Background: an optimization exercise with open tools, aiming at small area and a short achievable clock period. Do not read the settings as production practice.
At most, simulation tests tie the RTL to the original design; equivalence was not proved.
No activity file was given, so power comes from the tool's default toggle rates.

==> xenon: inputs <==
## CircuitTest
module CircuitTest (a,b,c,z,x,clk,rst);
input [63:0] a, b, c;
input clk,rst;
output reg [31:0] z, x;
reg [32:0] ar, yr;
reg er;
  ...
Settings: LEC_CHECK=0, ABC_AREA=1, CAP_MARGIN=20, CORE_MARGIN=2, CORE_UTILIZATION=45, CTS_BUF_LIST=sky130_fd_sc_hd__clkbuf_8, SETUP_SLACK_MARGIN=4.4, SLEW_MARGIN=20, SYNTH_HIERARCHICAL=1, TNS_END_PERCENT=0; clock period 7.5 ns.
standard.sh (not shown) runs the stock make flow with config.mk's settings and CLKGATE_MAP_FILE= SYNTH_SCRIPT=/design/flow/synth_recipe.tcl, a recipe that flattens the netlist after the stock synthesis.
==> flow/flow/run.sh <==
#!/bin/bash
# Own layout flow: the standard ORFS flow (standard.sh) with these changes:
#  - synthesis script flow/mixsynth.tcl: synth_recipe.tcl with ABC run per module,
#    the small gate modules (g_*) with ORFS's speed script and the top module with
#    ORFS's area script (ABC_AREA 1); hierarchy is flattened at the end as before;
#  - no Yosys full/half-adder extraction (ADDER_MAP_FILE empty);
#  - ABC sizes for a 2 fF load (ABC_LOAD_IN_FF), so gate modules get small cells;
#  - the port buffers that buffer_ports puts on every input and output are
#    sky130_fd_sc_hd__buf_1 instead of the default delay buffer.
# Make's full output goes to flow_make.log here; each ORFS step keeps its own log
# under orfs/logs/.
set -uo pipefail
here=$(pwd)
bash standard.sh ADDER_MAP_FILE= ABC_LOAD_IN_FF=2 \
  "SYNTH_SCRIPT=$here/flow/mixsynth.tcl" \
  "BUFFER_PORTS_ARGS=-buffer_cell sky130_fd_sc_hd__buf_1" \
  finish > flow_make.log 2>&1
==> flow/flow/mixsynth.tcl <==
# The standard flow's synthesis script (synth_recipe.tcl) with one change: ABC maps the small
# gate modules (g_*) with ORFS's speed script, which keeps XOR and MUX cells,
# and the rest of the design with ORFS's area script.
proc synth {args} { yosys synth -nofsm -noshare {*}$args }
proc abc {args} {
  set i [lsearch -exact $args -script]
  set speed [lreplace $args $i [expr {$i + 1}] -script $::env(SCRIPTS_DIR)/abc_speed.script]
  set area [lreplace $args $i [expr {$i + 1}] -script $::env(SCRIPTS_DIR)/abc_area.script]
  foreach m [split [string trim [yosys tee -q -s result.string select -list-mod =g_*]] "\n"] {
    if {$m ne ""} { yosys abc {*}$speed =$m }
  }
  yosys abc {*}$area =$::env(DESIGN_NAME)
}
source $::env(SCRIPTS_DIR)/synth.tcl
# left out here: clear keep_hierarchy, flatten, clean up, hide names made inside functions, write 1_2_yosys.v
==> amber (differences from xenon) <==
Settings changed: CORE_UTILIZATION 45 to 40, CTS_BUF_LIST sky130_fd_sc_hd__clkbuf_8 to sky130_fd_sc_hd__clkbuf_4, CTS_CLUSTER_SIZE set to 8.
==> onyx (differences from xenon) <==
--- a/flow/flow/run.sh
+++ b/flow/flow/run.sh
@@ -15,3 +15,4 @@
   "SYNTH_SCRIPT=$here/flow/mixsynth.tcl" \
   "BUFFER_PORTS_ARGS=-buffer_cell sky130_fd_sc_hd__buf_1" \
+  SETUP_MOVE_SEQUENCE=sizeup,swap,buffer,clone,split \
   finish > flow_make.log 2>&1
Settings changed: CORE_UTILIZATION 45 to 40.
==> results by group <==
Outcome
  – Outcome: timing/DRC/antenna clean

Drt
  – WL met1: around 15 mm

Pwr
  – Combinational Power: 1.42 mW

STA
  – Post-route minimum period: 3210 ps
  – Hold WS: 845 ps

Worst setup path
  – Worst Path Max Fanout: 32

Global route
  – Met3 Usage GRT: 0.0412

Finish
  – Number of non-clock inverters in the layout: 27

Placement
  – Placed cells: around 2200

Floorplanning
  – Cell Rows: 61
The numbers above come from amber.

==> results by group <==
STA
  – Hold WS: approximately 830 ps
  – Post-route minimum period: between 3000 and 4000 ps

Outcome
  – Outcome: timing/DRC/antenna clean

Floorplanning
  – Cell Rows: 57

Worst setup path
  – Worst Path Max Fanout: 7

Placement
  – GPL Wtd Cong: 0.918

Finish
  – Number of non-clock inverters in the layout: 25

Clock tree
  – CTS tree: yes

Drt
  – WL met1: 15.4 mm

Pwr
  – Combinational Power: 1.53 mW
The numbers above come from xenon.

==> results by group <==
Pwr
  – Combinational Power: 1.38 mW

STA
  – Hold WS: approximately 810 ps

Drt
  – WL met1: about 15 mm

Outcome
  – Outcome: timing/DRC/antenna clean

Floorplanning
  – Cell Rows: 61

Worst setup path
  – Worst Path Max Fanout: 64

Placement
  – Placed cells: 2217

Global route
  – Met3 Usage GRT: 0.0382
The numbers above come from onyx.


========
==> run a: inputs <==
CircuitTest, a different RTL version from the one above (not shown whole).
==> flow/config.mk <==
export PLATFORM = sky130hd
export DESIGN_NAME = CircuitTest
export DESIGN_NICKNAME = CircuitTest
export VERILOG_FILES = /design/flow/design.v
export SDC_FILE = /design/flow/constraint.sdc
export NUM_CORES = 4
export LEC_CHECK = 0
export ABC_AREA = 1
export CAP_MARGIN = 20
export CORE_MARGIN = 2
export CORE_UTILIZATION = 60
export SETUP_SLACK_MARGIN = 4
export SLEW_MARGIN = 20
==> flow/constraint.sdc <==
create_clock -name core_clock -period 7.5 [get_ports {clk}]
set_input_delay 1.5000 -clock core_clock [delete_from_list [all_inputs] [get_ports {clk}]]
set_output_delay 1.5000 -clock core_clock [all_outputs]
set_load 0.01 [all_outputs]
==> flow/flow/run.sh <==
#!/bin/bash
# Own layout flow: the standard ORFS flow (standard.sh) with two changes:
#  - no Yosys full/half-adder extraction (ADDER_MAP_FILE empty), so ABC maps the
#    hand-written prefix carry logic itself;
#  - the port buffers that buffer_ports inserts on every input and output are
#    sky130_fd_sc_hd__buf_2 instead of the default delay buffer.
# Make's full output goes to flow_make.log here; each ORFS step keeps its own log
# under orfs/logs/.
set -uo pipefail
bash standard.sh ADDER_MAP_FILE= \
  "BUFFER_PORTS_ARGS=-buffer_cell sky130_fd_sc_hd__buf_2" \
  finish > flow_make.log 2>&1
==> inputs of run b, as changes to run a <==
--- a/flow/config.mk
+++ b/flow/config.mk
@@ -8,6 +8,6 @@
 export ABC_AREA = 1
 export CAP_MARGIN = 20
 export CORE_MARGIN = 2
-export CORE_UTILIZATION = 60
+export CORE_UTILIZATION = 40
 export SETUP_SLACK_MARGIN = 4
 export SLEW_MARGIN = 20
==> inputs of run c, as changes to run a <==
==> flow/flow/run.sh (replaced) <==
#!/bin/bash
# Own layout flow: the standard ORFS flow (standard.sh) with two changes:
#  - no Yosys full/half-adder extraction (ADDER_MAP_FILE empty), so ABC maps the
#    hand-written prefix carry logic itself;
#  - the port buffers that buffer_ports inserts on every input and output are
#    sky130_fd_sc_hd__buf_1 instead of the default delay buffer.
# Make's full output goes to flow_make.log here; each ORFS step keeps its own log
# under orfs/logs/.
set -uo pipefail
bash standard.sh ADDER_MAP_FILE= \
  "BUFFER_PORTS_ARGS=-buffer_cell sky130_fd_sc_hd__buf_1" \
  finish > flow_make.log 2>&1
--- a/flow/config.mk
+++ b/flow/config.mk
@@ -8,6 +8,6 @@
 export ABC_AREA = 1
 export CAP_MARGIN = 20
 export CORE_MARGIN = 2
-export CORE_UTILIZATION = 60
-export SETUP_SLACK_MARGIN = 4
+export CORE_UTILIZATION = 40
+export SETUP_SLACK_MARGIN = 4.5
 export SLEW_MARGIN = 20
==> inputs of run d, as changes to run a <==
==> flow/run.sh (new file) <==
#!/bin/bash
# synth_recipe.tcl (not shown) runs the flow's synth.tcl, then flattens the netlist and writes it again
# the make line also repeats each setting of config.mk as NAME=value (left out here)
make -C /OpenROAD-flow-scripts/flow DESIGN_CONFIG=/design/flow/config.mk WORK_HOME=/design/flow/orfs CLKGATE_MAP_FILE= SYNTH_SCRIPT=/design/flow/synth_recipe.tcl finish
--- a/flow/config.mk
+++ b/flow/config.mk
@@ -8,6 +8,5 @@
 export ABC_AREA = 1
 export CAP_MARGIN = 20
 export CORE_MARGIN = 2
-export CORE_UTILIZATION = 60
-export SETUP_SLACK_MARGIN = 4
+export CORE_UTILIZATION = 40
 export SLEW_MARGIN = 20
removed: flow/flow/run.sh
removed: flow/standard.sh
==> qor_table.md <==
| Metric | Reported |
| --- | --- |
| Pin count of the biggest net entering global routing | 79 |
| Clock network power share | 0.265 |
| Worst VDD drop | 0.000147 V |
| Status | finished clean |
| Hold_sp | hreg[31] |
| Most frequent cell on the critical path | sky130_fd_sc_hd__nand2_1 |
| Adder and majority cell fraction of the synthesized area | 0.00170 |
| Wire length on met2 | 16400 um |
That was run b.
==> qor_table.md <==
| Metric | Reported |
| --- | --- |
| Most frequent cell on the critical path | sky130_fd_sc_hd__nand2_2 |
| Net count of the mapped netlist | 2083 |
| Pin count of the biggest net entering global routing | 72 |
| Warnings, synthesis | 1 |
| Group drawing the most power | combinational logic |
| Logic inverters | 289 |
| DP HPWL | 27600 um |
| Number of flip-flops in the largest register | 33 |
| Status | finished clean |
| Final worst hold slack | 0.560 ns |
| Clock network power share | 0.271 |
That was run c.
==> qor_table.md <==
| Metric | Reported |
| --- | --- |
| Status | finished clean |
| Stages on the worst setup path | 25 |
| Most frequent cell on the critical path | sky130_fd_sc_hd__nand2_2 |
| Pin count of the biggest net entering global routing | 87 |
| Leakage power of the design | 8.59 nW |
| Peak per-stage delay on the critical path | 0.32 ns |
| Adder and majority cell fraction of the synthesized area | 0.00170 |
| Clock network power share | 0.260 |
| Xor/xnor share of the synthesized area | 0.0536 |
| Register share of the cell area | 0.230 |
| Wire length on met2 | 21400 um |
| Hold_sp | greg[31] |
| Portion of the clock cycle consumed by the worst path in the final layout | 0.520 |
| Wire length per cell after detailed routing | 18.5 um |
| Number of antenna repair diodes | 5 |
That was run a.
==> qor_table.md <==
| Metric | Reported |
| --- | --- |
| Count of mapped cells out of synthesis | 1489 |
| Wire length on met2 | 15800 um |
| Status | finished clean |
| Adder and majority cell fraction of the synthesized area | 0.242 |
| Worst VDD drop | 0.000133 V |
| Pin count of the biggest net entering global routing | 74 |
| Clock network power share | 0.290 |
| Hold_sp | greg[32] |
That was run d.
No run of this note included a check of the RTL's function; only the layout flow was run.

==> afterwards: timing with drivers on the ports <==
The results above use ideal ports. As a check the final layouts listed here were re-extracted and re-timed, cells and wires unchanged. Step 1, drivers: a clkbuf_16 drives clk and a buf_2 each remaining input, both assumed. Step 2 moves the port delays by t, midway between the first and last clock arrival at a register: inputs arrive t later, outputs are due t later. That takes back most of the time a late clock gives input paths. Three values: ideal ports, drivers, drivers and shift; two values: the first two.
| run | shift t [ns] | setup WS [ns] | latest minus earliest clock arrival (ns) |
|---|---|---|---|
| xenon | 0.477 | 4.188 / 4.192 / 3.714 | 0.016 / 0.015 |
| amber | 0.574 | 4.292 / 4.284 / 3.710 | 0.030 / 0.029 |
| onyx | 0.484 | 4.310 / 4.325 / 3.841 | 0.019 / 0.018 |
| run a | 0.465 | 3.601 / 3.577 / 3.112 | 0.012 / 0.011 |
| run b | 0.446 | 3.984 / 3.976 / 3.530 | 0.007 / 0.008 |
| run c | 0.464 | 3.931 / 3.954 / 3.491 | 0.014 / 0.013 |
| run d | 0.474 | 1.455 / 1.448 / 0.974 | 0.014 / 0.014 |
After both steps setup and hold are still met in every run listed. The setup slack of amber, which loses most, moves by -0.008 ns with the drivers and by -0.582 ns with both steps.
